This is an optimization exercise on Yosys and OpenROAD, whose aim is small area, not a production implementation. In this exercise RTL edits were held to simulation tests only and were not proved equivalent to the original. Power and IR drop assume default switching activity. The flow treats the clock pin as an ideal source, which a real chip does not have.

<file path="flow/flow/run.sh">
#!/bin/bash
# Own layout flow: the standard ORFS flow (standard.sh) with three changes:
#  - synthesis maps the logic with an area-oriented ABC script (flow/area.abc);
#    everything else in the synthesis, registers included, is the standard flow's own
#    (synth_recipe.tcl),
#  - port buffers use the smallest buffer cell,
#  - clock tree synthesis clusters more sinks per leaf buffer and inserts no
#    dummy loads.
# Each tool's output is in orfs/logs/; make's output is in run_make.log.
set -euo pipefail
W=$(pwd)
cat > "$W/own_synth.tcl" <<EOT
# The standard flow's synthesis, with ABC's mapping script replaced
proc abc {args} {
  set i [lsearch -exact \$args -script]
  if {\$i >= 0} { lset args [expr {\$i + 1}] $W/flow/area.abc }
  yosys abc {*}\$args
}
source $W/synth_recipe.tcl
EOT
bash "$W/standard.sh" \
  "SYNTH_SCRIPT=$W/own_synth.tcl" \
  "BUFFER_PORTS_ARGS=-buffer_cell sky130_fd_sc_hd__buf_1" \
  "CTS_ARGS=-sink_clustering_enable -repair_clock_nets -dont_use_dummy_load -buf_list sky130_fd_sc_hd__clkbuf_16 -sink_clustering_size 30 -sink_clustering_max_diameter 80" \
  finish > "$W/run_make.log" 2>&1
</file>
<file path="flow/flow/area.abc">
strash
dch -f
amap
topo
</file>
<file path="flow/standard.sh">
#!/bin/bash
# synth_recipe.tcl (not shown) runs the flow's synth.tcl, then flattens the netlist and writes it again
# the make line also repeats each setting of config.mk as NAME=value (left out here)
make -C /OpenROAD-flow-scripts/flow DESIGN_CONFIG=/design/flow/config.mk WORK_HOME=/design/flow/orfs CLKGATE_MAP_FILE= SYNTH_SCRIPT=/design/flow/synth_recipe.tcl "${@:-finish}"
</file>
<file path="flow/config.mk">
export PLATFORM = sky130hd
export DESIGN_NAME = sort
export DESIGN_NICKNAME = sort
export VERILOG_FILES = /design/flow/design.v
export SDC_FILE = /design/flow/constraint.sdc
export NUM_CORES = 4
export LEC_CHECK = 0
export CAP_MARGIN = 20
export CORE_MARGIN = 2
export CORE_UTILIZATION = 40
export SLEW_MARGIN = 20
</file>
<file path="flow/constraint.sdc">
create_clock -name core_clock -period 4.0 [get_ports {i_clk}]
set_input_delay 0.8000 -clock core_clock [delete_from_list [all_inputs] [get_ports {i_clk}]]
set_output_delay 0.8000 -clock core_clock [all_outputs]
set_load 0.01 [all_outputs]
</file>
<file path="flow/design.v">
module sort #(
	parameter DATA_W = 32
)(
	input i_clk,
	input i_rst_n,
	input  [DATA_W*8-1:0] i_input,
	output [DATA_W*8-1:0] o_output
);
	function gt32(input [31:0] a, input [31:0] b);
		reg [31:0] g, e;
		integer k, n;
		begin
			g = a & ~b;
			e = a | ~b;
			for (n = 16; n >= 1; n = n / 2)
				for (k = 0; k < n; k = k + 1) begin
					g[k] = g[2*k+1] | (e[2*k+1] & g[2*k]);
					e[k] = e[2*k+1] & e[2*k];
				end
			gt32 = g[0];
		end
	endfunction
	reg [6:1] vld;
	always @(posedge i_clk or negedge i_rst_n) begin
		if (~i_rst_n) vld <= 6'd0;
		else         vld <= {vld[5:1], 1'b1};
	end
	wire c1_0_gt = gt32(i_input[0 +: 32], i_input[32 +: 32]);   
	wire c1_1_gt = gt32(i_input[64 +: 32], i_input[96 +: 32]);   
	wire c1_2_gt = gt32(i_input[128 +: 32], i_input[160 +: 32]);   
	wire c1_3_gt = gt32(i_input[192 +: 32], i_input[224 +: 32]);   
	wire [31:0] y1_0 = ~((i_input[0 +: 32] | {32{c1_0_gt}}) & (i_input[32 +: 32] | {32{~c1_0_gt}}));
	wire [31:0] y1_1 = ~((i_input[32 +: 32] | {32{c1_0_gt}}) & (i_input[0 +: 32] | {32{~c1_0_gt}}));
	wire [31:0] y1_2 = ~((i_input[64 +: 32] | {32{c1_1_gt}}) & (i_input[96 +: 32] | {32{~c1_1_gt}}));
	wire [31:0] y1_3 = ~((i_input[96 +: 32] | {32{c1_1_gt}}) & (i_input[64 +: 32] | {32{~c1_1_gt}}));
	wire [31:0] y1_4 = ~((i_input[128 +: 32] | {32{c1_2_gt}}) & (i_input[160 +: 32] | {32{~c1_2_gt}}));
	wire [31:0] y1_5 = ~((i_input[160 +: 32] | {32{c1_2_gt}}) & (i_input[128 +: 32] | {32{~c1_2_gt}}));
	wire [31:0] y1_6 = ~((i_input[192 +: 32] | {32{c1_3_gt}}) & (i_input[224 +: 32] | {32{~c1_3_gt}}));
	wire [31:0] y1_7 = ~((i_input[224 +: 32] | {32{c1_3_gt}}) & (i_input[192 +: 32] | {32{~c1_3_gt}}));
	reg [31:0] r1 [0:7];
	always @(posedge i_clk) begin
		r1[0] <= y1_0;
		r1[1] <= y1_1;
		r1[2] <= y1_2;
		r1[3] <= y1_3;
		r1[4] <= y1_4;
		r1[5] <= y1_5;
		r1[6] <= y1_6;
		r1[7] <= y1_7;
	end
	wire c2_0_gt = gt32(~r1[0], ~r1[2]);   
	wire c2_1_gt = gt32(~r1[1], ~r1[3]);   
	wire c2_2_gt = gt32(~r1[4], ~r1[6]);   
	wire c2_3_gt = gt32(~r1[5], ~r1[7]);   
	wire [31:0] y2_0 = ~((r1[0] | {32{c2_0_gt}}) & (r1[2] | {32{~c2_0_gt}}));
	wire [31:0] y2_2 = ~((r1[2] | {32{c2_0_gt}}) & (r1[0] | {32{~c2_0_gt}}));
	wire [31:0] y2_1 = ~((r1[1] | {32{c2_1_gt}}) & (r1[3] | {32{~c2_1_gt}}));
	wire [31:0] y2_3 = ~((r1[3] | {32{c2_1_gt}}) & (r1[1] | {32{~c2_1_gt}}));
	wire [31:0] y2_4 = ~((r1[4] | {32{c2_2_gt}}) & (r1[6] | {32{~c2_2_gt}}));
	wire [31:0] y2_6 = ~((r1[6] | {32{c2_2_gt}}) & (r1[4] | {32{~c2_2_gt}}));
	wire [31:0] y2_5 = ~((r1[5] | {32{c2_3_gt}}) & (r1[7] | {32{~c2_3_gt}}));
	wire [31:0] y2_7 = ~((r1[7] | {32{c2_3_gt}}) & (r1[5] | {32{~c2_3_gt}}));
	reg [31:0] r2 [0:7];
	always @(posedge i_clk) begin
		r2[0] <= y2_0;
		r2[1] <= y2_1;
		r2[2] <= y2_2;
		r2[3] <= y2_3;
		r2[4] <= y2_4;
		r2[5] <= y2_5;
		r2[6] <= y2_6;
		r2[7] <= y2_7;
	end
	wire c3_0_gt = gt32(r2[1], r2[2]);   
	wire c3_1_gt = gt32(r2[5], r2[6]);   
	wire [31:0] y3_1 = ~((r2[1] | {32{c3_0_gt}}) & (r2[2] | {32{~c3_0_gt}}));
	wire [31:0] y3_2 = ~((r2[2] | {32{c3_0_gt}}) & (r2[1] | {32{~c3_0_gt}}));
	wire [31:0] y3_5 = ~((r2[5] | {32{c3_1_gt}}) & (r2[6] | {32{~c3_1_gt}}));
	wire [31:0] y3_6 = ~((r2[6] | {32{c3_1_gt}}) & (r2[5] | {32{~c3_1_gt}}));
	reg [31:0] r3 [0:7];
	always @(posedge i_clk) begin
		r3[0] <= r2[0];
		r3[1] <= y3_1;
		r3[2] <= y3_2;
		r3[3] <= r2[3];
		r3[4] <= r2[4];
		r3[5] <= y3_5;
		r3[6] <= y3_6;
		r3[7] <= r2[7];
	end
	wire c4_0_gt = gt32(r3[0], r3[4]);   
	wire c4_1_gt = gt32(~r3[1], ~r3[5]);   
	wire c4_2_gt = gt32(~r3[2], ~r3[6]);   
	wire c4_3_gt = gt32(r3[3], r3[7]);   
	wire [31:0] y4_0 = ~((r3[0] | {32{c4_0_gt}}) & (r3[4] | {32{~c4_0_gt}}));
	wire [31:0] y4_4 = ~((r3[4] | {32{c4_0_gt}}) & (r3[0] | {32{~c4_0_gt}}));
	wire [31:0] y4_1 = ~((r3[1] | {32{c4_1_gt}}) & (r3[5] | {32{~c4_1_gt}}));
	wire [31:0] y4_5 = ~((r3[5] | {32{c4_1_gt}}) & (r3[1] | {32{~c4_1_gt}}));
	wire [31:0] y4_2 = ~((r3[2] | {32{c4_2_gt}}) & (r3[6] | {32{~c4_2_gt}}));
	wire [31:0] y4_6 = ~((r3[6] | {32{c4_2_gt}}) & (r3[2] | {32{~c4_2_gt}}));
	wire [31:0] y4_3 = ~((r3[3] | {32{c4_3_gt}}) & (r3[7] | {32{~c4_3_gt}}));
	wire [31:0] y4_7 = ~((r3[7] | {32{c4_3_gt}}) & (r3[3] | {32{~c4_3_gt}}));
	reg [31:0] r4 [0:7];
	always @(posedge i_clk) begin
		r4[0] <= y4_0;
		r4[1] <= y4_1;
		r4[2] <= y4_2;
		r4[3] <= y4_3;
		r4[4] <= y4_4;
		r4[5] <= y4_5;
		r4[6] <= y4_6;
		r4[7] <= y4_7;
	end
	wire c5_0_gt = gt32(r4[2], ~r4[4]);   
	wire c5_1_gt = gt32(~r4[3], r4[5]);   
	wire [31:0] y5_2 = ~((r4[2] | {32{c5_0_gt}}) & ((~r4[4]) | {32{~c5_0_gt}}));
	wire [31:0] y5_4 = ~(((~r4[4]) | {32{c5_0_gt}}) & (r4[2] | {32{~c5_0_gt}}));
	wire [31:0] y5_3 = ~((r4[3] | {32{c5_1_gt}}) & ((~r4[5]) | {32{~c5_1_gt}}));
	wire [31:0] y5_5 = ~(((~r4[5]) | {32{c5_1_gt}}) & (r4[3] | {32{~c5_1_gt}}));
	reg [31:0] r5 [0:7];
	always @(posedge i_clk) begin
		r5[0] <= r4[0];
		r5[1] <= r4[1];
		r5[2] <= y5_2;
		r5[3] <= y5_3;
		r5[4] <= y5_4;
		r5[5] <= y5_5;
		r5[6] <= r4[6];
		r5[7] <= r4[7];
	end
	wire c6_0_gt = gt32(r5[1], ~r5[2]);   
	wire c6_1_gt = gt32(r5[3], ~r5[4]);   
	wire c6_2_gt = gt32(r5[5], r5[6]);   
	reg [31:0] r6 [0:7];
	always @(posedge i_clk) begin
		r6[0] <= r5[0];
		r6[1] <= r5[1];
		r6[2] <= r5[2];
		r6[3] <= r5[3];
		r6[4] <= r5[4];
		r6[5] <= r5[5];
		r6[6] <= r5[6];
		r6[7] <= r5[7];
	end
	reg [2:0] s6, ns6;
	always @(posedge i_clk or negedge i_rst_n) begin
		if (~i_rst_n) begin
			s6[0]  <= 1'b0;
			ns6[0] <= 1'b0;
			s6[1]  <= 1'b0;
			ns6[1] <= 1'b0;
			s6[2]  <= 1'b0;
			ns6[2] <= 1'b0;
		end else begin
			s6[0]  <= c6_0_gt & vld[5];
			ns6[0] <= ~c6_0_gt & vld[5];
			s6[1]  <= c6_1_gt & vld[5];
			ns6[1] <= ~c6_1_gt & vld[5];
			s6[2]  <= c6_2_gt & vld[5];
			ns6[2] <= ~c6_2_gt & vld[5];
		end
	end
	wire [31:0] y6_1 = ((~r6[2]) & {32{s6[0]}}) | (r6[1] & {32{ns6[0]}});
	wire [31:0] y6_2 = (r6[1] & {32{s6[0]}}) | ((~r6[2]) & {32{ns6[0]}});
	wire [31:0] y6_3 = ((~r6[4]) & {32{s6[1]}}) | (r6[3] & {32{ns6[1]}});
	wire [31:0] y6_4 = (r6[3] & {32{s6[1]}}) | ((~r6[4]) & {32{ns6[1]}});
	wire [31:0] y6_5 = (r6[6] & {32{s6[2]}}) | (r6[5] & {32{ns6[2]}});
	wire [31:0] y6_6 = (r6[5] & {32{s6[2]}}) | (r6[6] & {32{ns6[2]}});
	wire [31:0] y6_0 = ~(r6[0] | {32{~vld[6]}});
	wire [31:0] y6_7 = ~(r6[7] | {32{~vld[6]}});
	assign o_output[0 +: 32] = y6_0;
	assign o_output[32 +: 32] = y6_1;
	assign o_output[64 +: 32] = y6_2;
	assign o_output[96 +: 32] = y6_3;
	assign o_output[128 +: 32] = y6_4;
	assign o_output[160 +: 32] = y6_5;
	assign o_output[192 +: 32] = y6_6;
	assign o_output[224 +: 32] = y6_7;
endmodule
</file>
==> results.json, run 1 <==
{
  "synth-seq-cells": 1548,
  "min_path_type": "in -> async",
  "power_frac_seq_pct": 46.9,
  "core_area_sq_um": 122000,
  "ios": 514,
  "status": "timing/DRC/antenna clean",
  "grt_pass1_wl_mm": 239.4,
  "final_layout_size_suffix_gt1_share_pct": 4.359,
  "post_drt_via_cell_ratio": 5.663,
  "clock_skew_ps": 93.82,
  "intPower_mw": 34.91,
  "switching_power_mw": 27.39,
  "cts_max_level": 3,
  "grt_max_degree": 65,
  "dieHeight_um": 355.0,
  "finalHoldViolations": 0,
  "clkSinkCount": 1548,
  "synthFlopType": "dfxtp_1",
  "rows": 128,
  "portBuffers": 513,
  "yosysSeqAreaShare_pct": 63.00,
  "worst_slack_ps": 391.8,
  "root_buffer": "clkbuf_16",
  "critPathArrivalTime_ps": 4090,
  "setup_tns_ps": 0,
  "synthSimpleGateAreaFrac_pct": 6.981,
  "instances_no_fill": 7145,
  "worst_pin_slew_ps": 1050,
  "ys_async_sr_fraction_pct": 0.7752,
  "crit_fanout": 43,
  "die_area_sq_um": 126000,
  "multi_input_comb_area_sq_um": 16050,
  "synthToLayoutAreaGrowth_pct": 14.28,
  "drt_wl_total_mm": 168.6,
  "setup_viol": 0,
  "clk_pin_slew_ps": 110,
  "cts_setup_buffers": 0,
  "clockBufferDepth": 3,
  "seqCellArea_sq_um": 31080,
  "fin_crit_sh_pct": 90.21,
  "synth_top_family_by_area": "compound AO/OA/AOI/OAI gates",
  "postCtsHoldBufs": 0,
  "fin_crit_ps": 3608,
  "p_per_area_nw_per_um2": 1106,
  "placed_cell_area_sq_um": 54610,
  "end_kind": "flip-flop",
  "synthMuxAreaShare_pct": 0,
  "sw_frac_of_total_pct": 43.97,
  "ant_nets": 0,
  "grt_pass1_vias": 36250,
  "hold_ws_ps": 226.5,
  "nNetsFinal": 5766,
  "start_kind": "flip-flop",
  "synth-xor-area-share_pct": 0,
  "finalPower_mw": 62.30,
  "cp.required_ps": 4480,
  "overflow": 0,
  "antenna_found_initial": 30,
  "grt_use_total_pct": 25.67,
  "fp.dieW_um": 355.0,
  "dpl.cell_count": 7064,
  "gp_congestion": 0.9659,
  "synth_compound_area_share_pct": 24.84,
  "synthAdderAreaFrac_pct": 0,
  "synth_nets": 5106,
  "leakagePower_nw": 20.36,
  "post_synth.cell_area_avg_sq_um": 10.17,
  "wl_per_cell_um": 23.60,
  "netlist_area_sq_um": 49290,
  "dr.pass1.iters": 7,
  "slew_viol_final": 0,
  "stdcell_area_sq_um": 56330,
  "synth_edf_count": 0,
  "maxCapViolCount": 0,
  "dp_slack_ps": -53.67,
  "via_count": 40463,
  "drt_iter0_drc": 3908,
  "post_cts_resized": 0,
  "synth.distinct_cells": 48,
  "slew_headroom_pct": 29.68,
  "clkPwrFrac_pct": 12.2,
  "insertion_delay_ps": 700,
  "max-vdd-ir-drop_mv": 0.7554,
  "numCtsBuffers": 67,
  "critical_path_class": "reg -> reg",
  "synthCells": 4848,
  "final_util_pct": 46.16,
  "cts_tree": "done",
  "fillers": 11634,
  "place_hpwl_mm": 135.9,
  "initial_core_util_pct": 40.39,
  "rsz0062_at_grt": "no",
  "combPwrFrac_pct": 40.9,
  "drc_errors": 0,
  "ys_warn_count": 7,
  "max_freq_mhz": 277.1
}
[layer usage]
layer	global-route usage (%)	part of all wire, %	vias to the layer above
met1	35.33	44	19244
li1	-	-	19381
met5	0	0.070	-
met4	9.568	3.8	18
met2	41.13	45	1574
met3	3.421	7.0	246
[critical path, cell delays in order (launching register included)]
cell and delay (ps):
dfxtp_1 380, clkinv_1 90, a2111oi_0 400, a211oi_1 150
o31ai_1 520, a31oi_1 490, o21ai_4 280, clkinv_1 310
buf_12 280, o22ai_1 460
[path summary, 6_finish.rpt]
path | start | end | slack, ps | depth (start not counted)
setup / recovery | r3[0][2]$_DFF_P_ | r4[4][7]$_DFF_P_ | 390 | 9
max in group asynchronous | i_rst_n | s6[2]$_DFF_PN0_ | 3160 | 1
min in group core_clock | r5[7][19]$_DFF_P_ | r6[7][19]$_DFF_P_ | 260 | 0
hold / removal | i_rst_n | vld[3]$_DFF_PN0_ | 230 | 1
setup reg to reg | r3[0][2]$_DFF_P_ | r4[4][7]$_DFF_P_ | 390 | 9
hold reg to reg | r5[7][19]$_DFF_P_ | r6[7][19]$_DFF_P_ | 260 | 0
[power groups by stage]
stage / sequential (mW) / combinational, mW / clock [mW]
5_1_grt: 29.8 / 27.4 / 8.28
6_report: 29.2 / 25.5 / 7.59
3_5_place_dp: 29.4 / 25.1 / 0
2_1_floorplan: 26.4 / 15.5 / 0
3_3_place_gp: 29.4 / 24.9 / 0
4_1_cts: 29.1 / 25.2 / 7.75
[final cells by class]
cell class / instances / area share [%]
diodes: 14 / 0.06219
clock buffers: 67 / 2.976
repair buffers: 591 / 4.991
inverters: 679 / 4.700
well taps: 1625 / 3.610
flip-flops and latches: 1548 / 55.17
multi-input cells: 2621 / 28.49
[kinds of logic after synthesis]
group,after synthesis
buffers and inverters,679
AO/OA/AOI/OAI,1858
other,1
flip-flops,1548
AND/OR/NAND/NOR,762
[registers in the layout, summed over array words and instances (netlist names)]
name / count
r2: 256
r3: 256
s6: 3
r4: 256
vld: 6
ns6: 3
r5: 256
r1: 256
r6: 256
[placed cells by master (no fill, tap or decap), types with 10 or more instances in the layout]
cell type     n
a2111o_1     10
a2111oi_0    30
a211oi_1     21
a21o_1       12
a21oi_1     150
a221oi_1     71
a222oi_1     24
a22o_1       17
a22oi_1      62
a31oi_1      32
a32oi_1      21
and2_0       13
buf_1       513
buf_12       24
buf_4        54
clkbuf_16    67
clkinv_1    646
clkinv_2     19
dfrtp_1      12
dfxtp_1    1514
dfxtp_2      22
diode_2      14
nand2_1      89
nand3_1      15
nor2_1      407
nor2b_1      25
nor3_1       80
nor4_1       12
o211ai_1     14
o21ai_0      80
o21bai_1     25
o221ai_1     30
o22ai_1    1182
or2_0        58
or3_1        16
or4_1        13
[cells in the mapped netlist, drive strengths merged, types with 10 or more instances]
library cell / n / area (sq um)
dfxtp: 1536 / 30750
o22ai: 1182 / 7395
clkinv: 679 / 2549
nor2: 411 / 1543
a21oi: 154 / 770.7
nand2: 91 / 341.6
o21ai: 88 / 440.4
nor3: 86 / 430.4
a221oi: 71 / 621.9
a22oi: 62 / 465.5
or2: 58 / 362.9
a2111oi: 37 / 324.1
o221ai: 34 / 297.8
a31oi: 33 / 206.5
a211oi: 25 / 187.7
nor2b: 25 / 156.4
o21bai: 25 / 187.7
a222oi: 24 / 240.2
a32oi: 21 / 183.9
a22o: 17 / 148.9
or3: 16 / 100.1
nand3: 15 / 75.07
o211ai: 14 / 105.1
and2: 13 / 81.33
nor4: 13 / 81.33
or4: 13 / 97.59
a21o: 12 / 90.09
dfrtp: 12 / 300.3
a2111o: 10 / 112.6
nor4b: 10 / 87.58
==> run 2: changes to the inputs <==
==> flow/flow/area.abc (replaced) <==
strash
&get -n
&syn2
&put
dc2
dch -f
amap
topo
--- a/flow/config.mk
+++ b/flow/config.mk
@@ -8,4 +8,5 @@
 export CAP_MARGIN = 20
 export CORE_MARGIN = 2
-export CORE_UTILIZATION = 40
+export CORE_UTILIZATION = 70
+export PLACE_DENSITY = 0.8
 export SLEW_MARGIN = 20
==> run 2 against run 1 <==
Effect of this change: the run now fails in 5_1_grt; synthesized area is 1.2% lower; synthesized cell count shrank 0.97%.
==> results.json, run 2 <==
{
  "status": "did not finish",
  "failed_stage": "5_1_grt",
  "error_line": "[ERROR GRT-0232] Routing congestion too high. Check the congestion heatmap in the GUI.",
  "gp_congestion": 0.9942,
  "worst-ep-kind": "sequential cell input",
  "synthFlopType": "dfxtp_1",
  "clkSinkCount": 1548,
  "netlist_area_sq_um": 48700,
  "synth.top_cell.area_share_pct": 63.14,
  "dpl.cell_count": 6450,
  "placed_cell_area_sq_um": 53980,
  "rows": 96,
  "dieHeight_um": 267.8,
  "synth-seq-cells": 1548,
  "numCtsBuffers": 58,
  "crit_endpoint": "r1[1][4]$_DFF_P_/D",
  "dp_slack_ps": -1047,
  "post_synth.cell_area_avg_sq_um": 10.14,
  "synth.distinct_cells": 43,
  "synth_area_leaders": "dfxtp_1, o22ai_1, clkinv_1",
  "grt_max_degree": 65,
  "ys_warn_count": 7,
  "antenna_found_initial": 90,
  "grt_use_total_pct": 85.75,
  "place_hpwl_mm": 106.0,
  "ios": 514,
  "yosysSeqAreaShare_pct": 63.76,
  "synth.most_common_cell": "dfxtp_1",
  "initial_core_util_pct": 70.88,
  "fp.dieW_um": 267.8,
  "ys_async_sr_fraction_pct": 0.7752,
  "yosysTopAreaCell": "dfxtp_1",
  "root_buffer": "clkbuf_16",
  "cts_max_level": 2,
  "clockBufferDepth": 3,
  "yosys-top-cells-count": "dfxtp_1, o22ai_1, clkinv_1, nor2_1, nand2_1",
  "overflow": 313,
  "synth_edf_count": 0,
  "portBuffers": 513,
  "synthCells": 4801,
  "synth_nets": 5059
}
[run 2: worst max path at each step]
stage                                start           endpoint  slack [ps]
after floorplan           r1[2][1]$_DFF_P_   r2[0][0]$_DFF_P_       -1240
after global placement          i_input[1]   r1[0][2]$_DFF_P_        -920
after detailed placement        i_input[1]   r1[0][8]$_DFF_P_       -1050
after CTS                       i_input[1]  r1[0][11]$_DFF_P_        -180
[run 2: timing repair]
action | 4_1_cts
endpoints found under the setup margin | 707
pin swaps | 41
resized for setup | 307
gates cloned | 33
buffers inserted | 30
hold buffers | 0
[run 2: kinds of logic after synthesis]
group / after synthesis / share of synthesized area (%)
DFF: 1548 / 63.76
AOI/OAI and AO/OA: 1841 / 24.62
and+or+nand+nor: 721 / 6.294
other: 1 / 0.007700
buffers and inverters: 690 / 5.318
[run 2: layer usage]
metal,GRT overflow,track usage [%]
met1,9,84.04
met2,153,97.20
met3,24,77.26
met4,121,86.68
met5,6,52.57
[run 2: power groups by stage]
stage                     combinational, mW  clock (mW)  sequential [mW]
after floorplan                        12.9           0             25.5
after global placement                 19.4           0             27.2
after detailed placement               20.0           0             27.5
after CTS                              23.2        6.89             27.4
==> run 3: changes to the inputs <==
--- a/flow/config.mk
+++ b/flow/config.mk
@@ -8,5 +8,4 @@
 export CAP_MARGIN = 20
 export CORE_MARGIN = 2
-export CORE_UTILIZATION = 70
-export PLACE_DENSITY = 0.8
+export CORE_UTILIZATION = 60
 export SLEW_MARGIN = 20
==> run 3 against run 2 <==
Effect of this change: the layout now fails its checks (negative setup slack); synthesized area unchanged; synthesized cell count unchanged.
==> results.json, run 3 <==
{
  "cp.required_ps": 4560,
  "r2r_start": "r3[5][1]$_DFF_P_",
  "critPathArrivalTime_ps": 4910,
  "end_kind": "flip-flop",
  "fin_crit_ps": 4350,
  "cts_tree": "done",
  "final_layout_size_suffix_gt1_share_pct": 19.03,
  "violations": "negative setup slack",
  "instances_no_fill": 6870,
  "slew_viol_final": 0,
  "slew_headroom_pct": 27.68,
  "drt_iter0_drc": 5412,
  "ys_warn_count": 7,
  "placed_cell_area_sq_um": 54700,
  "clkSinkCount": 1548,
  "worstReg2RegEnd": "r4[1][6]$_DFF_P_",
  "critical_path_class": "reg -> reg",
  "postCtsHoldBufs": 0,
  "switching_power_mw": 28.17,
  "via_count": 43888,
  "clkPwrFrac_pct": 10.4,
  "dieHeight_um": 288.9,
  "intPower_mw": 39.52,
  "crit_fanout": 8,
  "netlist_area_sq_um": 48700,
  "critPathSlowestCell": "dfxtp_2",
  "synth.distinct_cells": 43,
  "place_hpwl_mm": 107.5,
  "core_area_sq_um": 80420,
  "grt_use_total_pct": 33.65,
  "post_synth.cell_area_avg_sq_um": 10.14,
  "gp_congestion": 0.9972,
  "yosys-top-cells-count": "dfxtp_1, o22ai_1, clkinv_1, nor2_1, nand2_1",
  "combPwrFrac_pct": 47.8,
  "finalHoldViolations": 0,
  "dp_slack_ps": -1068,
  "numCtsBuffers": 58,
  "yosysSeqAreaShare_pct": 63.76,
  "initial_core_util_pct": 60.56,
  "antenna_found_initial": 31,
  "reg2regPathDepth": 27,
  "sw_frac_of_total_pct": 41.61,
  "synth.most_common_cell": "dfxtp_1",
  "grt_max_degree": 65,
  "maxCapViolCount": 0,
  "cts_max_level": 2,
  "synth.top_cell.area_share_pct": 63.14,
  "dr.pass1.iters": 10,
  "synthCells": 4801,
  "max_freq_mhz": 229.9,
  "ios": 514,
  "fp.dieW_um": 288.9,
  "power_frac_seq_pct": 41.8,
  "status": "complete, but fails checks",
  "wl_per_cell_um": 25.13,
  "layout_commonest_cell": "dfxtp_1",
  "max-vdd-ir-drop_mv": 0.7166,
  "dpl.cell_count": 6636,
  "drt_wl_total_mm": 172.6,
  "p_per_area_nw_per_um2": 1048,
  "grt_pass1_wl_mm": 213.2,
  "clk_pin_slew_ps": 110,
  "synth_edf_count": 0,
  "final_util_pct": 80.29,
  "rrSetupSlack_ps": -350,
  "synthToLayoutAreaGrowth_pct": 32.58,
  "synth_nets": 5059,
  "fin_crit_sh_pct": 108.8,
  "synth-seq-cells": 1548,
  "drc_errors": 0,
  "grt_pass1_vias": 36450,
  "ant_nets": 0,
  "portBuffers": 513,
  "ys_async_sr_fraction_pct": 0.7752,
  "stdcell_area_sq_um": 64570,
  "die_area_sq_um": 83460,
  "leakagePower_nw": 24.14,
  "start_kind": "flip-flop",
  "finalPower_mw": 67.69,
  "cpPeakStageDelay_ps": 350,
  "synth_area_leaders": "dfxtp_1, o22ai_1, clkinv_1",
  "clockBufferDepth": 3,
  "min_path_type": "in -> async",
  "overflow": 0,
  "layout_common_cells": "dfxtp_1, o22ai_1, clkinv_1",
  "insertion_delay_ps": 690,
  "nNetsFinal": 6060,
  "post_drt_via_cell_ratio": 6.388,
  "fillers": 4863,
  "worst_slack_ps": -350.4,
  "rows": 104,
  "rsz0062_at_grt": "yes",
  "yosysTopAreaCell": "dfxtp_1",
  "synthFlopType": "dfxtp_1",
  "worst_pin_slew_ps": 1085,
  "clock_skew_ps": 34.42,
  "root_buffer": "clkbuf_16",
  "setup_viol": 578
}
==> run 3: cell counts after synthesis <==
Identical to the previous run, type by type.
==> run 3: how the worst max path moves through the flow <==
stage	startpoint	end	slack (ps)
4_1_cts	r1[7][1]$_DFF_P_	r2[7][18]$_DFF_P_	-170
2_1_floorplan	r1[2][1]$_DFF_P_	r2[0][0]$_DFF_P_	-1240
5_1_grt	r3[5][1]$_DFF_P_	r4[1][6]$_DFF_P_	-470
3_5_place_dp	i_input[1]	r1[0][3]$_DFF_P_	-1070
3_3_place_gp	i_input[1]	r1[0][2]$_DFF_P_	-1000
6_report	r3[5][1]$_DFF_P_	r4[1][6]$_DFF_P_	-350
==> run 3: worst max-delay path, delay by kind of cell, from the launching register on <==
family                 cells  cell delay, ps
AO/OA/AOI/OAI             16            2320
buffers and inverters      5             730
flip-flops                 1             350
AND/OR/NAND/NOR            6             810
==> run 3: layout make-up <==
| cell class | count | area [sq um] | share of cell area, % |
|---|---|---|---|
| sequential | 1548 | 31080 | 48.14 |
| multi-input combinational | 2563 | 19840 | 30.73 |
| timing repair buffer | 925 | 7757 | 12.01 |
| inverter | 690 | 2769 | 4.288 |
| clock buffer | 58 | 1451 | 2.248 |
| tap | 1060 | 1326 | 2.054 |
| timing repair inverter | 16 | 314.1 | 0.4864 |
| antenna | 10 | 25.02 | 0.03876 |
==> run 3: per-layer routing <==
layer | GRT usage (%) | vias to the layer above | routed length, um
met5 | 0 | - | 197
met4 | 11.16 | 28 | 10400
met3 | 6.126 | 627 | 18560
met2 | 52.06 | 2712 | 77490
met1 | 47.85 | 20807 | 66000
li1 | - | 19714 | -
==> run 3: timing repair <==
item	4_1_cts	5_1_grt
setup buffers	35	56
gates resized for setup	338	676
pin swaps	63	115
endpoints found under the setup margin	558	980
gates cloned	38	59
==> run 3: kinds of logic after synthesis <==
| family | share of synthesized area (%) |
|---|---|
| DFF | 63.76 |
| other | 0.007700 |
| and+or+nand+nor | 6.294 |
| AOI/OAI and AO/OA | 24.62 |
| buffers and inverters | 5.318 |
==> run 3: stage by stage <==
stage	setup TNS (ps)	hold WS [ps]
2_1_floorplan	-879280	309.5
3_3_place_gp	-190670	309.5
3_5_place_dp	-219500	312.0
4_1_cts	-7827	102.7
5_1_grt	-231290	157.4
6_report	-72530	113.7
==> run 3: power by group through the flow <==
stage / sequential (mW) / clock [mW] / combinational [mW]
after floorplan: 25.5 / 0 / 12.9
after global placement: 27.3 / 0 / 20.3
after detailed placement: 27.4 / 0 / 20.6
after CTS: 27.3 / 7.00 / 24.7
after global routing: 28.8 / 7.59 / 33.8
final: 28.3 / 7.06 / 32.3
==> run 4: changes to the inputs <==
==> flow/flow/area.abc (replaced) <==
strash
dch -f
amap
topo
==> run 4 against run 3 <==
Effect of this change: now clean on timing, DRC and antenna; sequential share of layout area is 8.2 points higher; critical endpoint is now r2[6][13]$_DFF_P_; largest cell class unchanged; routed wire length is 8.3% lower; setup slack better by 810 ps; largest power group is now sequential cells; synthesized cell count is 0.98% higher; utilization is 13 points lower; non-clock buffer count is 346 lower; sequential cell count stayed put; via count is 6.9% lower.
==> results.json, run 4 <==
{
  "status": "timing/DRC/antenna clean",
  "synth_edf_count": 0,
  "fillers": 6510,
  "initial_core_util_pct": 60.32,
  "ys_async_sr_fraction_pct": 0.7752,
  "seqCellArea_sq_um": 31080,
  "postCtsHoldBufs": 0,
  "critPathSlowestCell": "o22ai_1",
  "clkSinkCount": 1548,
  "path_depth": 8,
  "insertion_delay_ps": 700,
  "cts_max_level": 2,
  "wl_per_cell_um": 24.10,
  "die_area_sq_um": 84460,
  "end_kind": "flip-flop",
  "critPathArrivalTime_ps": 4060,
  "dp_slack_ps": -28.30,
  "yosys-top-cells-count": "dfxtp_1, o22ai_1, clkinv_1, nor2_1, a21oi_1",
  "core_area_sq_um": 81720,
  "fp.dieW_um": 290.6,
  "cts_tree": "done",
  "start_kind": "flip-flop",
  "critical_path_class": "reg -> reg",
  "layout_commonest_cell": "dfxtp_1",
  "via_count": 40861,
  "r2r_start": "r1[6][29]$_DFF_P_",
  "min_path_type": "in -> async",
  "slew_viol_final": 0,
  "worstReg2RegEnd": "r2[6][13]$_DFF_P_",
  "post_synth.cell_area_avg_sq_um": 10.17,
  "grt_pass1_wl_mm": 227.6,
  "synthFlopType": "dfxtp_1",
  "instances_no_fill": 6569,
  "crit_start": "r1[6][29]$_DFF_P_",
  "grt_pass1_vias": 35983,
  "synth_area_leaders": "dfxtp_1, o22ai_1, clkinv_1",
  "worst_slack_ps": 463.8,
  "yosysTopAreaCell": "dfxtp_1",
  "placed_cell_area_sq_um": 53670,
  "finalPower_mw": 61.43,
  "dr.pass1.iters": 8,
  "grt_max_degree": 65,
  "reg2regPathDepth": 8,
  "setup_tns_ps": 0,
  "antenna_found_initial": 30,
  "netlist_area_sq_um": 49290,
  "dieHeight_um": 290.6,
  "synth.most_common_cell": "dfxtp_1",
  "synth.distinct_cells": 48,
  "post_cts_resized": 0,
  "cp_top_family": "compound AO/OA/AOI/OAI gates",
  "post_drt_via_cell_ratio": 6.220,
  "synth.top_cell.area_share_pct": 62.39,
  "ys_warn_count": 7,
  "rsz0062_at_grt": "no",
  "worst-path-buf-inv": 2,
  "place_hpwl_mm": 126.8,
  "synth-seq-cells": 1548,
  "stdcell_area_sq_um": 55160,
  "root_buffer": "clkbuf_16",
  "numCtsBuffers": 58,
  "crit_end": "r2[6][13]$_DFF_P_",
  "path_cells": "clkinv_1 -> a221oi_1 -> o21ai_0 -> a2111o_1 -> a2111o_1 -> o221ai_4 -> clkinv_1 -> o22ai_1",
  "gp_congestion": 1.023,
  "fin_crit_ps": 3536,
  "setup_viol": 0,
  "portBuffers": 513,
  "final_layout_size_suffix_gt1_share_pct": 3.829,
  "max_freq_mhz": 282.8,
  "clock_skew_ps": 49.97,
  "final_util_pct": 67.50,
  "dpl.cell_count": 6497,
  "clk_pin_slew_ps": 110,
  "grt_use_total_pct": 35.90,
  "yosysSeqAreaShare_pct": 63.00,
  "hold_ws_ps": 153.4,
  "cpPeakStageDelay_ps": 690,
  "max-vdd-ir-drop_mv": 1.007,
  "crit_fanout": 27,
  "drc_errors": 0,
  "worst_pin_slew_ps": 1032,
  "maxCapViolCount": 0,
  "cp.required_ps": 4530,
  "overflow": 0,
  "drt_wl_total_mm": 158.3,
  "nNetsFinal": 5745,
  "p_per_area_nw_per_um2": 1114,
  "clockBufferDepth": 3,
  "multi_input_comb_area_sq_um": 16030,
  "drt_iter0_drc": 4116,
  "rrSetupSlack_ps": 460,
  "finalHoldViolations": 0,
  "synthToLayoutAreaGrowth_pct": 11.92,
  "rows": 105,
  "layout_common_cells": "dfxtp_1, o22ai_1, clkinv_1",
  "fin_crit_sh_pct": 88.40,
  "cts_setup_buffers": 0,
  "slew_headroom_pct": 30.55,
  "ios": 514,
  "ant_nets": 0,
  "leakagePower_nw": 20.12,
  "synthCells": 4848,
  "synth_nets": 5106
}
run 4: cell count changes after synthesis, sizes merged, moves of 24 or more:
| cell | previous run | this run |
|---|---|---|
| a2111oi | 13 | 37 |
| a211oi | 53 | 25 |
| a21oi | 128 | 154 |
| a221oi | 35 | 71 |
| nand2 | 134 | 91 |
| nor2 | 443 | 411 |
| nor3 | 38 | 86 |
| o21a | 27 | 3 |
| o22ai | 1242 | 1182 |
run 4: cells by family (layout without fill, tap and decap cells):
logic type	after synthesis	in the layout	synth area share [%]
AO/OA/AOI/OAI	1858	1858	24.84
AND/OR/NAND/NOR	762	762	6.981
flip-flops	1548	1548	63.00
buffers and inverters	679	1316	5.171
other	1	15	0.007608
run 4: worst min path at each step:
stage,to,start,depth (start not counted)
after global placement,r6[7][15]$_DFF_P_,r5[7][15]$_DFF_P_,0
after detailed placement,r3[3][24]$_DFF_P_,r2[3][24]$_DFF_P_,0
after floorplan,r3[3][6]$_DFF_P_,r2[3][6]$_DFF_P_,0
final,s6[0]$_DFF_PN0_,i_rst_n,1
after CTS,s6[0]$_DFF_PN0_,i_rst_n,1
after global routing,s6[0]$_DFF_PN0_,i_rst_n,1
run 4: routing by layer:
metal | vias up | track usage, % | routed length [um]
met1 | 19261 | 47.89 | 65270
met2 | 1880 | 58.15 | 71590
met3 | 356 | 6.271 | 13790
met5 | - | 0 | 154
li1 | 19338 | - | -
met4 | 26 | 14.50 | 7485
run 4: cell type report:
cell class                      instances  share of cell area [%]
Multi-Input combinational cell       2621                   29.06
Clock buffer                           58                   2.631
Antenna cell                           14                 0.06351
Tap cell                             1070                   2.427
Inverter                              679                   4.797
Timing Repair Buffer                  579                   4.684
Sequential cell                      1548                   56.34
run 4: power by group:
group	leakage (nW)	switching, mW	total (mW)	internal [mW]
registers	13.1	6.28	29.3	23.0
logic	6.31	16.7	25.2	8.52
clock network	0.715	4.34	6.94	2.61
==> run 5: changes to the inputs <==
==> flow/flow/area.abc (replaced) <==
strash
dc2 -b -l
dch -f
amap
topo
==> run 5 against run 4 <==
Effect of this change: via count is 3.8% lower; design area is 0.95% lower; setup slack improved by 6.3 ps; utilization up 0.22 points; sequential cell count unchanged; highest routed layer unchanged; count of clock-buffer cells in the layout unchanged; clock power hardly changed; first-iteration DRC count increased by 1.6%; sequential share of layout area grew 0.50 points; synthesized area down 0.57%; still clean; register-to-register slack barely moved; sequential power down 1%; largest power group unchanged.
==> results.json, run 5 <==
{
  "grt_pass1_vias": 33958,
  "yosys-top-cells-count": "dfxtp_1, o22ai_1, clkinv_1, nor2_1, nand2_1",
  "numCtsBuffers": 58,
  "antenna_found_initial": 42,
  "ys_async_sr_fraction_pct": 0.7752,
  "drc_errors": 0,
  "synthFlopType": "dfxtp_1",
  "ys_warn_count": 7,
  "max-vdd-ir-drop_mv": 0.8719,
  "nNetsFinal": 5612,
  "p_per_area_nw_per_um2": 1121,
  "crit_fanout": 40,
  "synthCells": 4728,
  "die_area_sq_um": 83980,
  "fin_crit_sh_pct": 88.25,
  "synth.top_cell.area_share_pct": 62.75,
  "post_synth.cell_area_avg_sq_um": 10.37,
  "ios": 514,
  "setup_viol": 0,
  "grt_use_total_pct": 30.97,
  "post_drt_via_cell_ratio": 6.116,
  "postCtsHoldBufs": 0,
  "netlist_area_sq_um": 49010,
  "place_hpwl_mm": 107.9,
  "critPathArrivalTime_ps": 4110,
  "ant_nets": 0,
  "cts_max_level": 2,
  "dieHeight_um": 289.8,
  "synth-seq-cells": 1548,
  "end_kind": "flip-flop",
  "synth_edf_count": 0,
  "synth_area_leaders": "dfxtp_1, o22ai_1, clkinv_1",
  "worst_pin_slew_ps": 1067,
  "synth.most_common_cell": "dfxtp_1",
  "rows": 104,
  "cp.required_ps": 4580,
  "layout_commonest_cell": "dfxtp_1",
  "status": "timing/DRC/antenna clean",
  "min_path_type": "in -> async",
  "clock_skew_ps": 31.52,
  "rsz0062_at_grt": "no",
  "fillers": 6448,
  "grt_pass1_wl_mm": 197.6,
  "maxCapViolCount": 0,
  "insertion_delay_ps": 670,
  "core_area_sq_um": 80680,
  "max_freq_mhz": 283.3,
  "stdcell_area_sq_um": 54640,
  "leakagePower_nw": 20.01,
  "yosysSeqAreaShare_pct": 63.36,
  "portBuffers": 513,
  "clockBufferDepth": 3,
  "slew_headroom_pct": 28.86,
  "dp_slack_ps": 511.8,
  "synth.distinct_cells": 40,
  "post_cts_resized": 0,
  "drt_wl_total_mm": 136.7,
  "drt_iter0_drc": 4181,
  "fp.dieW_um": 289.8,
  "slew_viol_final": 0,
  "rrSetupSlack_ps": 470,
  "synthToLayoutAreaGrowth_pct": 11.49,
  "clk_pin_slew_ps": 110,
  "multi_input_comb_area_sq_um": 15370,
  "root_buffer": "clkbuf_16",
  "synth_nets": 4986,
  "cts_setup_buffers": 0,
  "critical_path_class": "reg -> reg",
  "dr.pass1.iters": 7,
  "wl_per_cell_um": 21.27,
  "gp_congestion": 0.9529,
  "clkSinkCount": 1548,
  "placed_cell_area_sq_um": 53130,
  "grt_max_degree": 65,
  "yosysTopAreaCell": "dfxtp_1",
  "cts_tree": "done",
  "layout_common_cells": "dfxtp_1, o22ai_1, clkinv_1",
  "via_count": 39306,
  "initial_core_util_pct": 60.74,
  "start_kind": "flip-flop",
  "final_layout_size_suffix_gt1_share_pct": 2.896,
  "finalHoldViolations": 0,
  "seqCellArea_sq_um": 31050,
  "worst_slack_ps": 470.1,
  "overflow": 0,
  "fin_crit_ps": 3530,
  "final_util_pct": 67.72
}
[run 5: where the power goes]
| part | internal [mW] | total [mW] | switching [mW] |
|---|---|---|---|
| clock | 2.61 | 6.91 | 4.30 |
| sequential | 23.3 | 28.9 | 5.60 |
| combinational | 9.09 | 25.4 | 16.3 |
| total | 35.0 | 61.2 | 26.3 |
[run 5: cell type report]
cell class / instances / area share [%]
timing repair buffer: 566 / 4.482
clock buffer: 58 / 2.656
sequential: 1548 / 56.84
antenna: 15 / 0.06870
tap: 1060 / 2.427
multi-input combinational: 2409 / 28.13
inverter: 771 / 5.398
[run 5: through the flow]
step           instances  hold WS, ps  TNS [ps]  power [mW]
2_1_floorplan       4728        309.5  -1242010       43.56
3_3_place_gp        6353        309.6         0       53.39
3_5_place_dp        6353        312.1         0       53.91
4_1_cts             6411        79.75         0       60.66
5_1_grt             6421        145.3         0       64.71
6_report            6427        116.8         0       61.23
[run 5: worst max-delay path, cell delays in order, from the launching register on]
cell      delay (ps)
dfxtp_1          520
clkinv_1         140
a222oi_1         420
nand2_1          160
a221oi_1         350
clkinv_1         130
o21ai_0          190
a31oi_1          120
o221ai_4         220
clkinv_1         560
buf_12           400
o22ai_1          210
[run 5: worst paths after layout]
check,cells past startpoint,start,endpoint
max in group asynchronous,1,i_rst_n,s6[0]$_DFF_PN0_
min,1,i_rst_n,ns6[1]$_DFF_PN0_
min in group core_clock,0,r4[7][26]$_DFF_P_,r5[7][26]$_DFF_P_
max,11,r2[1][13]$_DFF_P_,r3[2][1]$_DFF_P_
max reg2reg,11,r2[1][13]$_DFF_P_,r3[2][1]$_DFF_P_
min reg2reg,0,r4[7][26]$_DFF_P_,r5[7][26]$_DFF_P_
[run 5: cells by family after synthesis]
group / count (synthesis) / share of synthesized area (%)
AOI/OAI and AO/OA: 1941 / 26.90
buffers and inverters: 771 / 5.905
DFF: 1548 / 63.36
other: 1 / 0.007652
and+or+nand+nor: 467 / 3.827
[run 5: layer usage]
metal / vias to the layer above / wire length [um] / GRT usage [%]
li1: 19086 / - / -
met1: 18505 / 62890 / 46.22
met2: 1508 / 57920 / 46.05
met3: 177 / 12830 / 6.491
met4: 30 / 2891 / 7.333
met5: - / 207 / 0
==> run 6: changes to the inputs <==
==> flow/flow/area.abc (replaced) <==
strash
dc2 -b -l
dc2 -b -l
dc2 -b -l
dch -f
amap
topo
==> run 6 against run 5 <==
Effect of this change: still clean; non-clock buffer count fell by 2; combinational power shrank 5%; largest cell class unchanged; largest power group unchanged; design area down 0.40%.
==> results.json, run 6 <==
{
  "status": "timing/DRC/antenna clean",
  "root_buffer": "clkbuf_16",
  "post_cts_resized": 0,
  "wl_met3_mm": 13.26,
  "grt_pass1_wl_mm": 197.8,
  "start_kind": "flip-flop",
  "clkPwrFrac_pct": 11.4,
  "finalHoldViolations": 0,
  "gp_congestion": 0.9669,
  "cts_setup_buffers": 0,
  "max_freq_mhz": 289.5,
  "drt_iter0_drc": 4422,
  "cts_max_level": 2,
  "ios": 514,
  "drt-met1-wl_mm": 62.46,
  "end_kind": "flip-flop",
  "synth_edf_count": 0,
  "synthFlopType": "dfxtp_1",
  "sw_frac_of_total_pct": 42.38,
  "rows": 104,
  "overflow": 0,
  "seqCellArea_sq_um": 31060,
  "critPathArrivalTime_ps": 3990,
  "multi_input_comb_area_sq_um": 15190,
  "core_area_sq_um": 80550,
  "intPower_mw": 34.84,
  "clk_pin_slew_ps": 100,
  "yosys-top-cells-count": "dfxtp_1, o22ai_1, clkinv_1, nor2_1, nand2_1",
  "ys_async_sr_fraction_pct": 0.7752,
  "synth.most_common_cell": "dfxtp_1",
  "combPwrFrac_pct": 40.1,
  "power_frac_seq_pct": 48.5,
  "grt_use_total_pct": 31.07,
  "max-vdd-ir-drop_mv": 0.9179,
  "fillers": 6500,
  "synth-seq-cells": 1548,
  "p_per_area_nw_per_um2": 1111,
  "netlist_area_sq_um": 48840,
  "wl_per_cell_um": 21.45,
  "fin_crit_ps": 3454,
  "cts_tree": "done",
  "top_layer_used": "met5",
  "slew_viol_final": 0,
  "nNetsFinal": 5566,
  "synth.distinct_cells": 38,
  "leakagePower_nw": 19.87,
  "clkSinkCount": 1548,
  "synth_area_leaders": "dfxtp_1, o22ai_1, clkinv_1",
  "setup_tns_ps": 0,
  "via_count": 39112,
  "numCtsBuffers": 58,
  "critical_path_class": "reg -> reg",
  "switching_power_mw": 25.62,
  "drt_wl_total_mm": 136.8,
  "postCtsHoldBufs": 0,
  "grt_pass1_vias": 33664,
  "drc_errors": 0,
  "rrSetupSlack_ps": 550,
  "crit_fanout": 48,
  "r2r_start": "r4[4][7]$_DFF_P_",
  "min_path_type": "in -> async",
  "initial_core_util_pct": 60.64,
  "fin_crit_sh_pct": 86.36,
  "die_area_sq_um": 83700,
  "maxCapViolCount": 0,
  "dr.pass1.iters": 8,
  "slew_headroom_pct": 28.46,
  "worst_pin_slew_ps": 1073,
  "clock_skew_ps": 43.54,
  "grt_max_degree": 65,
  "place_hpwl_mm": 108.2,
  "synthCells": 4684,
  "ys_warn_count": 7,
  "layout_common_cells": "dfxtp_1, o22ai_1, clkinv_1",
  "layout_commonest_cell": "dfxtp_1",
  "yosysTopAreaCell": "dfxtp_1",
  "cp.required_ps": 4540,
  "synth_nets": 4942,
  "worst_slack_ps": 545.6,
  "clockBufferDepth": 3,
  "dieHeight_um": 289.3,
  "antenna_found_initial": 38,
  "ant_nets": 0,
  "final_layout_size_suffix_gt1_share_pct": 3.129,
  "insertion_delay_ps": 690,
  "fp.dieW_um": 289.3,
  "synthToLayoutAreaGrowth_pct": 11.41,
  "post_synth.cell_area_avg_sq_um": 10.43,
  "dp_slack_ps": 488.6,
  "crit_start": "r4[4][7]$_DFF_P_",
  "portBuffers": 513,
  "rsz0062_at_grt": "no",
  "met2_length_mm": 58.29,
  "yosysSeqAreaShare_pct": 63.57,
  "synth.top_cell.area_share_pct": 62.96,
  "post_drt_via_cell_ratio": 6.130,
  "setup_viol": 0
}
[run 6: cell types whose count changed in the layout (fill, tap and decap cells not counted), moves of 5 or more]
cell / delta
a21boi_0: -13
a222oi_1: +8
nor2_1: -59
a221oi_1: +11
nand2_1: +21
a2111o_1: -11
clkinv_2: +9
o22ai_1: +5
a22oi_1: -12
o21ai_0: -5
clkinv_1: +7
a21oi_1: -13
o221ai_1: +14
o211ai_1: +12
[run 6: stage by stage]
stage / total power, mW / area [sq um] / hold slack, ps / util (%) / std cells
finish: 60.46 / 54420 / 124.9 / 67.56 / 6380
global route: 63.91 / 54400 / 144.7 / 67.54 / 6374
CTS: 59.96 / 54380 / 109.3 / 67.51 / 6366
detailed placement: 53.20 / 52930 / 312.1 / 65.71 / 6308
global placement: 52.74 / 52930 / 309.9 / 65.71 / 6308
floorplan: 43.51 / 49130 / 309.5 / - / 4684
[run 6: logic make-up (layout without fill, tap and decap cells)]
family,count (synthesis),after routing,synth area share (%)
simple gates,423,423,3.492
flops,1548,1548,63.57
buf+inv,783,1405,6.017
other cells,1,15,0.007678
compound gates,1929,1929,26.91
[run 6: final timing paths]
| check | to | cells past startpoint |
|---|---|---|
| min in group core_clock | r3[4][27]$_DFF_P_ | 0 |
| worst min register to register | r3[4][27]$_DFF_P_ | 0 |
| worst min-delay path | vld[2]$_DFF_PN0_ | 1 |
| worst max register to register | r5[4][0]$_DFF_P_ | 12 |
| max in group asynchronous | ns6[1]$_DFF_PN0_ | 1 |
| worst max-delay path | r5[4][0]$_DFF_P_ | 12 |
[run 6: power groups by stage]
stage | combinational [mW] | sequential [mW] | clock (mW)
2_1_floorplan | 16.7 | 26.8 | 0
3_3_place_gp | 23.5 | 29.2 | 0
3_5_place_dp | 23.8 | 29.4 | 0
4_1_cts | 23.9 | 29.0 | 7.02
5_1_grt | 26.4 | 30.0 | 7.54
6_report | 24.2 | 29.3 | 6.90
[run 6: worst max-delay path, stage by stage, from the launching register on]
cell and delay, ps:
dfxtp_1 380, or2_0 260, o21ai_0 80, a21oi_1 70, o21a_1 110, a222oi_1 320
clkinv_1 200, a31oi_1 320, nor4_1 160, a2111oi_4 230, clkinv_1 490, buf_12 350
o22ai_1 320
[run 6: layout make-up]
cell class	instances	area share (%)
flip-flops and latches	1548	57.08
multi-input cells	2353	27.92
inverters	783	5.431
repair buffers	564	4.403
clock buffers	58	2.667
well taps	1060	2.437
diodes	14	0.06438
[run 6: layer usage]
metal	GRT usage [%]	up-vias
met5	0	-
met4	6.095	40
met3	6.386	176
met2	46.88	1527
met1	46.34	18424
li1	-	18945
==> run 7: changes to the inputs <==
==> flow/flow/area.abc (replaced) <==
strash
dc2 -b -l
dch -f
dc2 -b -l
dch -f
amap
topo
==> run 7 against run 6 <==
Effect of this change: clock skew shrank 8.2 ps; count of clock-buffer cells in the layout unchanged; sequential power fell by 2%; clock power is essentially flat; sequential cell count did not move; die area up 0.11%; global-route usage up 0.52 points.
==> results.json, run 7 <==
{
  "status": "timing/DRC/antenna clean",
  "slew_viol_final": 0,
  "drt_wl_total_mm": 138.1,
  "fin_crit_ps": 3345,
  "cpPeakStageDelay_ps": 450,
  "clock_skew_ps": 35.35,
  "cp.required_ps": 4530,
  "clk_pin_slew_ps": 100,
  "core_area_sq_um": 80550,
  "critPathSlowestCell": "clkinv_2",
  "synth_nets": 4915,
  "setup_viol": 0,
  "post_drt_via_cell_ratio": 6.176,
  "fp.dieW_um": 289.5,
  "numCtsBuffers": 58,
  "p_per_area_nw_per_um2": 1127,
  "synth.most_common_cell": "dfxtp_1",
  "maxCapViolCount": 0,
  "overflow": 0,
  "instances_no_fill": 6333,
  "nNetsFinal": 5531,
  "place_hpwl_mm": 110.4,
  "postCtsHoldBufs": 0,
  "fin_crit_sh_pct": 83.62,
  "power_frac_seq_pct": 47.0,
  "antenna_found_initial": 15,
  "die_area_sq_um": 83800,
  "cts_setup_buffers": 0,
  "ant_nets": 0,
  "critical_path_class": "reg -> reg",
  "critPathArrivalTime_ps": 3870,
  "switching_power_mw": 26.29,
  "crit_top_cell": "o221a_1",
  "grt_pass1_vias": 33203,
  "gp_congestion": 0.9372,
  "end_kind": "flip-flop",
  "netlist_area_sq_um": 48900,
  "grt_use_total_pct": 31.60,
  "rsz0062_at_grt": "no",
  "synthToLayoutAreaGrowth_pct": 11.13,
  "synth-seq-cells": 1548,
  "min_path_type": "in -> async",
  "grt_max_degree": 65,
  "stdcell_area_sq_um": 54340,
  "dpl.cell_count": 6273,
  "synth_edf_count": 0,
  "fillers": 6362,
  "yosysTopAreaCell": "dfxtp_1",
  "drc_errors": 0,
  "max_freq_mhz": 299.0,
  "yosys-top-cells-count": "dfxtp_1, o22ai_1, clkinv_1, nor2_1, nand2_1",
  "clkPwrFrac_pct": 11.3,
  "ios": 514,
  "synth_area_leaders": "dfxtp_1, o22ai_1, clkinv_1",
  "ys_warn_count": 7,
  "dr.pass1.iters": 9,
  "clockBufferDepth": 3,
  "synthFlopType": "dfxtp_1",
  "synth.distinct_cells": 39,
  "layout_commonest_cell": "dfxtp_1",
  "cts_tree": "done",
  "initial_core_util_pct": 60.71,
  "synth.top_cell.area_share_pct": 62.88,
  "combPwrFrac_pct": 41.7,
  "clkSinkCount": 1548,
  "dieHeight_um": 289.5,
  "finalHoldViolations": 0,
  "layout_common_cells": "dfxtp_1, o22ai_1, clkinv_1",
  "placed_cell_area_sq_um": 52890,
  "leakagePower_nw": 19.91,
  "synthCells": 4657,
  "yosysSeqAreaShare_pct": 63.50,
  "wl_per_cell_um": 21.81,
  "worst_pin_slew_ps": 1016,
  "final_layout_size_suffix_gt1_share_pct": 2.903,
  "portBuffers": 513,
  "max-vdd-ir-drop_mv": 0.9928,
  "slew_headroom_pct": 32.28,
  "post_synth.cell_area_avg_sq_um": 10.50,
  "rows": 104,
  "grt_pass1_wl_mm": 199.9,
  "start_kind": "flip-flop",
  "intPower_mw": 34.94,
  "via_count": 39110,
  "ys_async_sr_fraction_pct": 0.7752,
  "path_cells": "or2_0 -> o221a_1 -> o21ai_0 -> a21oi_1 -> o221ai_1 -> o21bai_1 -> o221a_1 -> o221ai_4 -> clkinv_2 -> buf_4 -> o22ai_1",
  "cts_max_level": 2,
  "sw_frac_of_total_pct": 42.93,
  "root_buffer": "clkbuf_16",
  "crit_fanout": 37,
  "insertion_delay_ps": 670,
  "post_cts_resized": 0,
  "drt_iter0_drc": 4873
}
==> run 7: changes by cell type in the layout (fill, tap and decap cells not counted), sizes merged, moves of 13 or more <==
cell	delta
a221o	+25
nand2	-25
a31oi	-13
nor2	+28
o21ai	-13
clkinv	-29
a21o	+17
o22ai	-20
a221oi	-20
==> run 7: final timing paths <==
| kind | startpoint | end | slack (ps) | cells after the start |
|---|---|---|---|---|
| max | r4[2][15]$_DFF_P_ | r5[4][18]$_DFF_P_ | 660 | 11 |
| min | i_rst_n | vld[5]$_DFF_PN0_ | 110 | 1 |
| max reg2reg | r4[2][15]$_DFF_P_ | r5[4][18]$_DFF_P_ | 660 | 11 |
| min reg2reg | r5[0][10]$_DFF_P_ | r6[0][10]$_DFF_P_ | 320 | 0 |
| max in group asynchronous | i_rst_n | ns6[0]$_DFF_PN0_ | 3510 | 1 |
| min in group core_clock | r5[0][10]$_DFF_P_ | r6[0][10]$_DFF_P_ | 320 | 0 |
==> run 7: layout make-up <==
class                      instances  area (sq um)  share of cell area, %
antenna                            2         5.005               0.009210
sequential                      1548         31060                  57.15
inverter                         750          2883                  5.305
timing repair buffer             556          2298                  4.229
multi-input combinational       2359         15320                  28.19
tap                             1060          1326                  2.441
clock buffer                      58          1451                  2.671
==> run 7: critical path: cells and delay by family (launching register included) <==
kind / cells / cell delay (ps)
compound gates: 8 / 1750
buf+inv: 2 / 830
flops: 1 / 410
simple gates: 1 / 200
==> run 7: cell families (layout without fill, tap and decap cells) <==
kind of cell	after synthesis	in the layout	synth area share [%]
buffers and inverters	750	1364	5.757
other	1	3	0.007669
and+or+nand+nor	428	428	3.513
DFF	1548	1548	63.50
AOI/OAI and AO/OA	1930	1930	27.22
==> run 7: power groups by stage <==
stage	Combinational, mW	Sequential (mW)	Clock (mW)
floorplan	16.8	26.8	0
global placement	24.6	28.8	0
detailed placement	25.0	29.0	0
CTS	25.1	28.6	7.00
global route	27.7	29.5	7.52
finish	25.5	28.8	6.91
==> run 7: per-stage QoR <==
step                hold slack (ps)  setup TNS (ps)  utilization (%)  power [mW]  worst slack [ps]
finish                        110.3               0            67.47       61.23             655.3
global route                  132.9               0            67.46       64.68             471.2
CTS                           78.14               0            67.46       60.72             707.2
detailed placement            312.1               0            65.66       54.01             419.7
global placement              309.9               0            65.66       53.45             467.6
floorplan                     309.5         -503610                -       43.66             -1797
==> run 7: metal layers <==
layer  share of wire (%)  GRT usage [%]
met4                 2.2          7.216
met5                   0              0
met1                  47          49.51
met3                 9.3          3.850
met2                  42          46.43
==> run 8: changes to the inputs <==
==> flow/flow/area.abc (replaced) <==
strash
dch -f
amap
topo
--- a/flow/config.mk
+++ b/flow/config.mk
@@ -9,3 +9,4 @@
 export CORE_MARGIN = 2
 export CORE_UTILIZATION = 60
+export GPL_TIMING_DRIVEN = 0
 export SLEW_MARGIN = 20
==> run 8 against run 7 <==
Effect of this change: sequential share of layout area down 1.5 points; synthesized cell count up 4.1%; highest routed layer is now met5; via count up 4.7%; critical path depth up 3; critical path type unchanged; maximum frequency down 15%; routed wire length up 12%; still clean.
==> results.json, run 8 <==
{
  "fin_crit_sh_pct": 98.68,
  "rrSetupSlack_ps": 50,
  "synth_edf_count": 0,
  "min_path_type": "in -> async",
  "yosys-top-cells-count": "dfxtp_1, o22ai_1, clkinv_1, nor2_1, a21oi_1",
  "grt_pass1_wl_mm": 221.6,
  "die_area_sq_um": 84460,
  "worst_slack_ps": 52.92,
  "worst-path-buf-inv": 5,
  "fin_crit_ps": 3947,
  "yosysSeqAreaShare_pct": 63.00,
  "max_freq_mhz": 253.4,
  "initial_core_util_pct": 60.32,
  "dp_slack_ps": -895.7,
  "leakagePower_nw": 20.40,
  "slew_viol_final": 0,
  "cpPeakStageDelay_ps": 520,
  "synth.most_common_cell": "dfxtp_1",
  "maxCapViolCount": 0,
  "grt_max_degree": 65,
  "post_drt_via_cell_ratio": 6.223,
  "layout_commonest_cell": "dfxtp_1",
  "drt_wl_total_mm": 155.0,
  "final_layout_size_suffix_gt1_share_pct": 4.549,
  "synth_area_leaders": "dfxtp_1, o22ai_1, clkinv_1",
  "sw_frac_of_total_pct": 44.31,
  "end_kind": "flip-flop",
  "worst_pin_slew_ps": 1123,
  "r2r_start": "r3[2][7]$_DFF_P_",
  "cts_tree": "done",
  "post_synth.cell_area_avg_sq_um": 10.17,
  "status": "timing/DRC/antenna clean",
  "synthToLayoutAreaGrowth_pct": 13.22,
  "dr.pass1.iters": 7,
  "slew_headroom_pct": 24.07,
  "combPwrFrac_pct": 42.9,
  "drc_errors": 0,
  "power_frac_seq_pct": 46.0,
  "intPower_mw": 34.95,
  "via_count": 40948,
  "postCtsHoldBufs": 0,
  "worstReg2RegEnd": "r4[6][9]$_DFF_P_",
  "fp.dieW_um": 290.6,
  "drt_iter0_drc": 4040,
  "clk_pin_slew_ps": 100,
  "reg2regPathDepth": 14,
  "ys_async_sr_fraction_pct": 0.7752,
  "insertion_delay_ps": 670,
  "p_per_area_nw_per_um2": 1125,
  "overflow": 0,
  "rsz0062_at_grt": "no",
  "clockBufferDepth": 3,
  "critical_path_class": "reg -> reg",
  "clkPwrFrac_pct": 11.0,
  "portBuffers": 513,
  "wl_per_cell_um": 23.56,
  "layout_common_cells": "dfxtp_1, o22ai_1, clkinv_1",
  "dieHeight_um": 290.6,
  "ys_warn_count": 7,
  "synth.top_cell.area_share_pct": 62.39,
  "core_area_sq_um": 81720,
  "grt_pass1_vias": 35524,
  "ios": 514,
  "path_cells": "clkinv_1 -> nor2_1 -> a21oi_1 -> o21ai_0 -> nor2_1 -> a2111oi_2 -> or4_1 -> a311oi_2 -> nor3_4 -> buf_8 -> buf_8 -> clkinv_2 -> buf_12 -> o22ai_1",
  "antenna_found_initial": 36,
  "nNetsFinal": 5756,
  "cts_max_level": 2,
  "synth.distinct_cells": 48,
  "critPathSlowestCell": "a2111oi_2",
  "ant_nets": 0,
  "setup_viol": 0,
  "clkSinkCount": 1548,
  "grt_use_total_pct": 34.97,
  "numCtsBuffers": 58,
  "hold_ws_ps": 161.1,
  "root_buffer": "clkbuf_16",
  "netlist_area_sq_um": 49290,
  "synthFlopType": "dfxtp_1",
  "gp_congestion": 1.008,
  "cp_top_family": "compound AO/OA/AOI/OAI gates",
  "synth-seq-cells": 1548,
  "crit_fanout": 48,
  "place_hpwl_mm": 125.4,
  "start_kind": "flip-flop",
  "finalHoldViolations": 0,
  "synthCells": 4848,
  "synth_nets": 5106,
  "rows": 105,
  "switching_power_mw": 27.81,
  "stdcell_area_sq_um": 55800,
  "clock_skew_ps": 24.00,
  "cp.required_ps": 4490,
  "critPathArrivalTime_ps": 4440,
  "yosysTopAreaCell": "dfxtp_1",
  "max-vdd-ir-drop_mv": 0.8973,
  "placed_cell_area_sq_um": 54130
}
run 8: cell count changes after synthesis, sizes merged, moves of 71 or more:
cell	previous run	this run
o22ai	1346	1182
nor2	262	411
a21oi	57	154
a222oi	104	24
nor3	11	86
o22a	82	8
clkinv	750	679
run 8: power groups by stage:
stage / Sequential (mW) / Combinational [mW] / Clock [mW]
floorplan: 26.4 / 15.5 / 0
global placement: 28.9 / 23.6 / 0
detailed placement: 29.0 / 25.9 / 0
CTS: 28.6 / 26.1 / 7.00
global route: 29.4 / 28.5 / 7.53
finish: 28.9 / 26.9 / 6.92
run 8: cells by family (layout without fill, tap and decap cells):
| family | count (synthesis) | after routing | synth area share, % |
|---|---|---|---|
| compound gates | 1858 | 1861 | 24.84 |
| flops | 1548 | 1548 | 63.00 |
| simple gates | 762 | 763 | 6.981 |
| buf+inv | 679 | 1323 | 5.171 |
| other cells | 1 | 15 | 0.007608 |
run 8: worst max path at each step:
stage,depth (start not counted),slack (ps),end,startpoint
2_1_floorplan,9,-1700,r1[2][12]$_DFF_P_,i_input[109]
3_3_place_gp,8,-4780,r4[3][13]$_DFF_P_,r3[3][7]$_DFF_P_
3_5_place_dp,13,-900,r1[2][7]$_DFF_P_,i_input[71]
4_1_cts,10,30,r2[1][13]$_DFF_P_,r1[1][1]$_DFF_P_
5_1_grt,13,5,r2[5][13]$_DFF_P_,r1[5][1]$_DFF_P_
6_report,14,50,r4[6][9]$_DFF_P_,r3[2][7]$_DFF_P_
run 8: area by class of cell:
type                            count  area, sq um
Tap cell                         1070         1339
Inverter                          679         2689
Clock buffer                       58         1451
Sequential cell                  1548        31080
Fill cell                        6419        25910
Antenna cell                       14        35.03
Timing Repair Buffer              586         3063
Multi-Input combinational cell   2625        16150
run 8: stage by stage:
stage | TNS, ps | power, mW | utilization [%] | instances
final | 0 | 62.77 | 68.29 | 6580
after global routing | 0 | 65.44 | 68.27 | 6573
after CTS | 0 | 61.72 | 68.08 | 6557
after detailed placement | -120120 | 54.93 | 66.24 | 6497
after global placement | -2812500 | 52.47 | 64.83 | 6431
after floorplan | -774910 | 41.92 | - | 4848
run 8: timing repair:
action / 4_1_cts / 5_1_grt
setup buffers: 2 / 5
gates resized for setup: 10 / 13
pin swaps: 2 / 5
cloned: 0 / 4
setup endpoints to repair: 212 / 139
hold endpoints to repair: 0 / 0
run 8: routing by layer:
layer	wire (um)	vias to the layer above	GRT usage, %	share of wire, %
met4	7257	24	15.38	4.7
li1	-	19379	-	-
met5	154	-	0	0.099
met1	63600	19293	46.98	41
met2	70850	1926	56.31	46
met3	13150	326	5.223	8.5

-- re-timing with driven ports --
Ports are ideal in the flow. The routed layouts listed here were re-timed in OpenROAD.
Step 1 assumes that a clkbuf_16 drives the clock port and a buf_2 every other input.
Step 2 moves the port delays by t, midway between the first and last clock arrival at a register: inputs arrive t later, outputs are due t later. That takes back most of the time a late clock gives input paths.
Three values: ideal, step 1, step 2; two values: the first two.
run | shift t [ns] | setup WS [ns] | hold slack, ns | latest minus earliest clock arrival (ns) | slew at the worst register clock pin (ns)
run 1 | 0.735 | 0.392 / 0.392 / -0.175 | 0.226 / 0.193 / 0.261 | 0.108 / 0.109 | 0.12 / 0.12
run 3 | 0.742 | -0.350 / -0.350 / -0.936 | 0.114 / 0.066 / 0.309 | 0.039 / 0.038 | 0.12 / 0.12
run 4 | 0.744 | 0.464 / 0.464 / -0.158 | 0.153 / 0.112 / 0.311 | 0.052 / 0.053 | 0.11 / 0.11
run 5 | 0.722 | 0.470 / 0.470 / 0.439 | 0.117 / 0.078 / 0.313 | 0.033 / 0.033 | 0.11 / 0.11
run 6 | 0.738 | 0.546 / 0.546 / 0.412 | 0.125 / 0.078 / 0.313 | 0.045 / 0.045 | 0.11 / 0.11
run 7 | 0.731 | 0.655 / 0.655 / 0.346 | 0.110 / 0.072 / 0.323 | 0.036 / 0.036 | 0.11 / 0.11
run 8 | 0.732 | 0.053 / 0.053 / -0.571 | 0.161 / 0.115 / 0.326 | 0.027 / 0.027 | 0.11 / 0.11
With both steps, setup timing fails in run 1, run 4 and run 8, where it was met with ideal ports. For run 8, which loses most, drivers alone change the setup slack by 0.000 ns; drivers and shift together by -0.624 ns.
